Background: an optimization exercise with open tools, aiming at small area, a short achievable clock period and few clock cycles. Do not read the settings as production practice.
No activity file was given, so power comes from the tool's default toggle rates.

==> module L1_cache, before the edit <==
module L1_cache
(
	input clk,
	input rst,
	input [31:0] mem_address, mem_wdata,
	input logic mem_read, mem_write,
	input [3:0] mem_byte_enable,
	output [31:0] mem_rdata,
	output logic mem_resp,
	input logic pmem_resp,
	input [255:0] pmem_rdata,
	output pmem_read, pmem_write,
	output logic [31:0] pmem_address,
	output [255:0] pmem_wdata
);
logic [255:0] line;
logic [26:0] tag;
logic valid, dirty;
logic [7:0] wsel;      
logic [3:0] wbe;       
logic [31:0] rdata_q;  
logic [3:0] s, o;
wire req     = mem_read | mem_write;
wire cidle   = ~(s[3] | s[1] | s[0]);
wire hit     = valid & (tag == mem_address[31:5]);
wire st_done = s[1] & (|wbe);       
function automatic logic [3:0] next(input logic [3:0] q, input logic rq,
	input logic ht, input logic dn, input logic pr);
	logic rd, wr, rs, pd, cidle, miss, rd_start;
	{rd, wr, rs, pd} = q;
	cidle = ~(rd | rs | pd);
	miss = cidle & rq & ~ht;
	rd_start = (miss & ~dn) | (pd & wr & pr);
	next[3] = rd ? ~pr : rd_start;
	next[2] = wr ? ~pr : ((~rd | pr) & dn);
	next[1] = (cidle & rq & ht) | (rd & pr);
	next[0] = pd ? ~(wr & pr) : (miss & dn);
endfunction
wire st_hit  = cidle & (|wbe) & hit;
wire st_fill = s[3] & pmem_resp & (|wbe);
wire dirty_n = st_done | st_hit | st_fill | (dirty & ~(s[2] & pmem_resp));
always_ff @(posedge clk) begin
	if (rst) begin
		s <= 4'b0;
		o <= 4'b0;
		valid <= 1'b0;
		dirty <= 1'b0;
	end else begin
		s <= next(s, req, hit, dirty_n, pmem_resp);
		o <= next(o, req, hit, dirty_n, pmem_resp);
		dirty <= dirty_n;
		if (s[3] & pmem_resp) valid <= 1'b1;
		else if (cidle & ~req & ~dirty_n) valid <= 1'b0;
	end
end
assign pmem_read    = o[3];
assign pmem_write   = o[2];
assign mem_resp     = o[1];
assign pmem_address = {tag, 5'b0};
assign pmem_wdata   = line;
assign mem_rdata    = rdata_q;
always_comb begin
	for (int w = 0; w < 8; w++)
		wsel[w] = (mem_address[4:2] == 3'(w));
	wbe = mem_write ? mem_byte_enable : 4'b0;
end
always_ff @(posedge clk)
	if ((cidle & ~dirty_n) | (s[0] & s[2] & pmem_resp))
		tag <= mem_address[31:5];
logic [255:0] line_d;
always_comb begin
	for (int k = 0; k < 32; k++) begin
		logic m, f, h;
		m = wsel[k / 4] & wbe[k % 4] & (s[3] | s[1]);
		f = s[3] & ~m;
		h = ~s[3] & ~m;
		line_d[8*k +: 8] = ({8{m}} & mem_wdata[8*(k%4) +: 8])
		                 | ({8{f}} & pmem_rdata[8*k +: 8])
		                 | ({8{h}} & line[8*k +: 8]);
	end
end
always_ff @(posedge clk)
	line <= line_d;
logic [31:0] rdata_d;
always_comb begin
	rdata_d = '0;
	for (int w = 0; w < 8; w++)
		rdata_d = rdata_d | ({32{wsel[w]}} & line_d[32*w +: 32]);
end
always_ff @(posedge clk)
	rdata_q <= rdata_d;
endmodule
clock: 10.0 ns
lec_check: 0
abc_area: 1
cap_margin: 20
core_area: 4 4 226 226
die_area: 0 0 230 230
place_density: 0.6
slew_margin: 20
standard.sh (not shown) runs the stock make flow with config.mk's settings and CLKGATE_MAP_FILE= SYNTH_SCRIPT=/design/flow/synth_recipe.tcl, a recipe that flattens the netlist after the stock synthesis.
==> flow/flow/run.sh <==
#!/bin/bash
# Standard layout, with plain buffers on the ports, a clock tree without
# dummy loads and timing repair aimed at a larger setup margin. The whole
# ORFS output goes to standard_flow.log.
set -euo pipefail
bash standard.sh "BUFFER_PORTS_ARGS=-buffer_cell sky130_fd_sc_hd__buf_1" \
  "CTS_ARGS=-sink_clustering_enable -repair_clock_nets -dont_use_dummy_load -buf_list sky130_fd_sc_hd__clkbuf_8 -root_buf sky130_fd_sc_hd__clkbuf_16 -sink_clustering_size 16 -sink_clustering_max_diameter 60" \
  SETUP_SLACK_MARGIN=6.9 finish > standard_flow.log 2>&1
Rerun with:
--- a/flow/design.v
+++ b/flow/design.v
@@ -30,17 +30,15 @@
 	{rd, wr, rs, pd} = q;
 	cidle = ~(rd | rs | pd);
 	miss = cidle & rq & ~ht;
 	rd_start = (miss & ~dn) | (pd & wr & pr);
 	next[3] = rd ? ~pr : rd_start;
-	next[2] = wr ? ~pr : ((~rd | pr) & dn);
+	next[2] = wr ? ~pr : (~rd & dn);
 	next[1] = (cidle & rq & ht) | (rd & pr);
 	next[0] = pd ? ~(wr & pr) : (miss & dn);
 endfunction
-wire st_hit  = cidle & (|wbe) & hit;
-wire st_fill = s[3] & pmem_resp & (|wbe);
-wire dirty_n = st_done | st_hit | st_fill | (dirty & ~(s[2] & pmem_resp));
+wire dirty_n = st_done | (dirty & ~(s[2] & pmem_resp));
 always_ff @(posedge clk) begin
 	if (rst) begin
 		s <= 4'b0;
 		o <= 4'b0;
 		valid <= 1'b0;
@@ -57,18 +55,19 @@
 assign pmem_write   = o[2];
 assign mem_resp     = o[1];
 assign pmem_address = {tag, 5'b0};
 assign pmem_wdata   = line;
 assign mem_rdata    = rdata_q;
-always_comb begin
-	for (int w = 0; w < 8; w++)
-		wsel[w] = (mem_address[4:2] == 3'(w));
-	wbe = mem_write ? mem_byte_enable : 4'b0;
-end
-always_ff @(posedge clk)
+always_ff @(posedge clk) begin
+	if (cidle) begin
+		for (int w = 0; w < 8; w++)
+			wsel[w] <= (mem_address[4:2] == 3'(w));
+		wbe <= mem_write ? mem_byte_enable : 4'b0;
+	end
 	if ((cidle & ~dirty_n) | (s[0] & s[2] & pmem_resp))
 		tag <= mem_address[31:5];
+end
 logic [255:0] line_d;
 always_comb begin
 	for (int k = 0; k < 32; k++) begin
 		logic m, f, h;
 		m = wsel[k / 4] & wbe[k % 4] & (s[3] | s[1]);
@@ -79,14 +78,17 @@
 		                 | ({8{h}} & line[8*k +: 8]);
 	end
 end
 always_ff @(posedge clk)
 	line <= line_d;
+logic [7:0] rsel;
 logic [31:0] rdata_d;
 always_comb begin
+	for (int w = 0; w < 8; w++)
+		rsel[w] = cidle ? (mem_address[4:2] == 3'(w)) : wsel[w];
 	rdata_d = '0;
 	for (int w = 0; w < 8; w++)
-		rdata_d = rdata_d | ({32{wsel[w]}} & line_d[32*w +: 32]);
+		rdata_d = rdata_d | ({32{rsel[w]}} & line_d[32*w +: 32]);
 end
 always_ff @(posedge clk)
 	rdata_q <= rdata_d;
 endmodule
Effect:
- The changed run completed without violations
- sequential power is lower by about 4%
- worst setup slack improved by 0.046 ns
- final area is lower by 3.3%
- sequential cell count is higher by 12
- cell count is higher by 4.6%
- wire length is lower by 1.9%
- total power is lower by 8.4%
- maximum frequency is higher by 1.5%
- first-iteration DRC count is lower by 4.9%
- via count is lower by 1.2%
Function was not checked in any run of this note: the RTL went through the layout flow alone.

-- what the ideal ports hide --
The flow's constraints put no driver on any port. The routed layouts listed below were extracted and timed again, unchanged, in two steps.
Step 1 (the two cells are an assumption about what drives the block):
set clk [get_ports {clk}]
set_driving_cell -lib_cell sky130_fd_sc_hd__clkbuf_16 $clk
set_driving_cell -lib_cell sky130_fd_sc_hd__buf_2 [delete_from_list [all_inputs] $clk]
Step 2, shift: input delay + t, output delay - t, t = (earliest + latest rising clock arrival at the registers) / 2. This alone moves slack from input paths to output paths.
Three values: no drivers, after step 1, after step 2; two values: the first two.
run	t, ns	slack for setup (ns)	worst slew at a driven data input, ns
the first run	0.584	6.824 / 6.782 / 6.198	0.16
the second run	0.566	6.870 / 6.812 / 6.351	0.10
After both steps setup and hold are still met in every run listed. For the first run, which loses most, drivers alone change the setup slack by -0.042 ns; drivers and shift together by -0.626 ns.
